This design comes from an exercise in tuning for small area on the open sky130 flow, not from production work.
In this exercise RTL edits were held to simulation tests only and were not proved equivalent to the original.
Power figures rest on the tool's default switching activity, not on a simulated workload.

## interpreter
module interpreter (
            packet_type_compact,
            data_out,
            data_update_out,
            sampler_idle,
            clk,
            rst_n,
            packet_type,
            payload,
            payload_valid);
parameter integer CHANNEL = 16;
parameter integer DATA_BITS = 16;
input clk;     
input rst_n;   
input wire[5:0] packet_type;
input wire[47:0] payload;
input wire payload_valid;
output reg[2:0] packet_type_compact;
output reg[DATA_BITS*CHANNEL-1:0] data_out;
output reg data_update_out;
output reg sampler_idle;
always @(*) begin : proc_packet_type
    case (packet_type)
        6'h2a,
        6'h00:   packet_type_compact = 3'd0;
        6'h11: packet_type_compact = 3'd1;
        6'h22:  packet_type_compact = 3'd2;
        6'h33:  packet_type_compact = 3'd3;
        default:         packet_type_compact = 3'd4;
    endcase
end
wire is_idle = payload_valid && packet_type == 6'h2a;
wire is_fn   = payload_valid && (packet_type == 6'h11 || packet_type == 6'h22);
wire is_last = payload_valid && packet_type == 6'h33;
reg [2:0] buf_idx;
reg update;
always @(posedge clk or negedge rst_n) begin : proc_ctrl
    if(~rst_n) begin
        buf_idx <= 0;
        update <= 0;
        sampler_idle <= 1;
        data_update_out <= 0;
    end else begin
        update <= is_last;
  ...
Settings: LEC_CHECK=0, ABC_AREA=1, CAP_MARGIN=20, CORE_MARGIN=2, CORE_UTILIZATION=42, SETUP_SLACK_MARGIN=0.25, SLEW_MARGIN=20; clock period 5.0 ns.
standard.sh (not shown) runs the stock make flow with config.mk's settings and CLKGATE_MAP_FILE= SYNTH_SCRIPT=/design/flow/synth_recipe.tcl, a recipe that flattens the netlist after the stock synthesis.
==> flow/flow/run.sh <==
#!/bin/bash
# Own flow: the standard layout (standard.sh), with these changes:
# - synthesis maps the logic with an area-oriented ABC script (flow/area.abc)
#   instead of ORFS's one, and leaves adders to ABC as plain logic;
#   registers, flattening and renaming are the standard synthesis's;
# - ports are buffered with the smallest buffer (buf_1);
# - CTS inserts no dummy loads, and clusters up to 16 sinks within 60 um
#   under clkbuf_4/clkbuf_8 buffers.
set -euo pipefail
W=$PWD
{
    echo 'proc abc {args} {'
    echo '    set i [lsearch -exact $args -script]'
    echo '    if {$i >= 0} { lset args [expr {$i + 1}] $::env(OWN_ABC_SCRIPT) }'
    echo '    puts "own abc: $args"'
    echo '    yosys abc {*}$args'
    echo '}'
    cat "$W/synth_recipe.tcl"
} > "$W/own_synth.tcl"
sed "s#SYNTH_SCRIPT=[^ ]*#SYNTH_SCRIPT=$W/own_synth.tcl#" "$W/standard.sh" > "$W/own_standard.sh"
grep -q "SYNTH_SCRIPT=$W/own_synth.tcl" "$W/own_standard.sh"
export OWN_ABC_SCRIPT="$W/flow/area.abc"
ARGS=(
    "ADDER_MAP_FILE="
    "BUFFER_PORTS_ARGS=-buffer_cell sky130_fd_sc_hd__buf_1"
    "CTS_ARGS=-sink_clustering_enable -repair_clock_nets -dont_use_dummy_load -sink_clustering_size 16 -sink_clustering_max_diameter 60 -buf_list {sky130_fd_sc_hd__clkbuf_4 sky130_fd_sc_hd__clkbuf_8}"
)
bash "$W/own_standard.sh" "${ARGS[@]}" synth > "$W/synth.log" 2>&1
grep -q "own abc:" "$W/orfs/logs/$FLOW_PLATFORM/interpreter/base/1_2_yosys.log"
bash "$W/own_standard.sh" "${ARGS[@]}" finish > "$W/layout.log" 2>&1
test -f "$W/out/final.def"
==> flow/flow/area.abc <==
strash
dch -f
amap
The baseline finished clean.
==> next run, changes <==
--- a/flow/config.mk
+++ b/flow/config.mk
@@ -11 +11 @@
-export CORE_UTILIZATION = 42
+export CORE_UTILIZATION = 50
Outcome: Synthesized area stays the same; sequential cell count does not change; wire length went up slightly; register-to-register slack barely changes; setup slack got worse by 0.011 ns; final area is about the same; hold slack improved by 0.0072 ns; maximum frequency barely changes.

* * *

interpreter, a different RTL version from the one above (not shown whole).
Size in the first run: ~2100 cells after synthesis, roughly 580 flip-flops, about 320 I/O pins.
## interpreter
module interpreter (
            packet_type_compact,
            data_out,
            data_update_out,
            sampler_idle,
            clk,
            rst_n,
            packet_type,
            payload,
            payload_valid);
parameter integer CHANNEL = 16;
parameter integer DATA_BITS = 16;
input clk;     
input rst_n;   
input wire[5:0] packet_type;
input wire[47:0] payload;
input wire payload_valid;
output reg[2:0] packet_type_compact;
output reg[DATA_BITS*CHANNEL-1:0] data_out;
output reg data_update_out;
output reg sampler_idle;
always @(*) begin : proc_packet_type
    case (packet_type)
        6'h2a,
        6'h00:   packet_type_compact = 3'd0;
        6'h11: packet_type_compact = 3'd1;
        6'h22:  packet_type_compact = 3'd2;
        6'h33:  packet_type_compact = 3'd3;
        default:         packet_type_compact = 3'd4;
    endcase
end
wire is_idle = payload_valid && packet_type == 6'h2a;
wire is_fn   = payload_valid && (packet_type == 6'h11 || packet_type == 6'h22);
wire is_last = payload_valid && packet_type == 6'h33;
reg [2:0] buf_idx;
reg update;
always @(posedge clk or negedge rst_n) begin : proc_ctrl
    if(~rst_n) begin
        buf_idx <= 0;
        update <= 0;
        sampler_idle <= 1;
        data_update_out <= 0;
    end else begin
        update <= is_last;
  ...
clock: 5.0 ns
lec_check: 0
abc_area: 1
cap_margin: 20
core_margin: 2
core_utilization: 42
gpl_timing_driven: 0
setup_slack_margin: 0.1
slew_margin: 20
Scripts as last shown in full above: flow/flow/run.sh, flow/flow/area.abc
==> next run, changes <==
--- a/flow/config.mk
+++ b/flow/config.mk
@@ -12 +11,0 @@
-export GPL_TIMING_DRIVEN = 0
- The changed run went through all stages and came out clean
- maximum frequency goes up by 6.2%
- sequential power stays flat
- cell count goes up by 3.0%
- combinational power goes up by 13%
- global-route usage goes up by 1.8 points

-- static timing again, ports no longer ideal --
No port has a modelled driver above. Below, the same layouts with a new extraction and two added sets of constraints.
Step 1, drivers: a clkbuf_16 drives clk and a buf_2 each remaining input, both assumed.
Step 2 adds t to the input delays and takes it off the output delays; t is the mean of the earliest and latest rising clock arrival at the registers after step 1. Input paths then give back, and output paths get back, about the clock's delay inside the block.
a / b / c = ideal / step 1 / step 2; a / b = the first two.
run	t (ns)	setup slack, ns	hold slack, ns	clock arrival spread, ns	cell pins on the clock port's net
the first run of note 1	0.716	0.482 / 0.482 / 0.482	0.178 / 0.139 / 0.466	0.056 / 0.056	1
the second run of note 1	0.738	0.471 / 0.471 / 0.471	0.185 / 0.148 / 0.469	0.082 / 0.083	1
the first run of note 2	0.743	0.316 / 0.353 / -0.390	0.134 / 0.099 / 0.473	0.070 / 0.070	1
the second run of note 2	0.735	0.589 / 0.621 / -0.114	0.159 / 0.128 / 0.473	0.062 / 0.062	1
Met with ideal ports but missed after step 2: setup timing in the first run of note 2 and the second run of note 2. The setup slack of the first run of note 2, which loses most, moves by +0.037 ns with the drivers and by -0.706 ns with both steps.
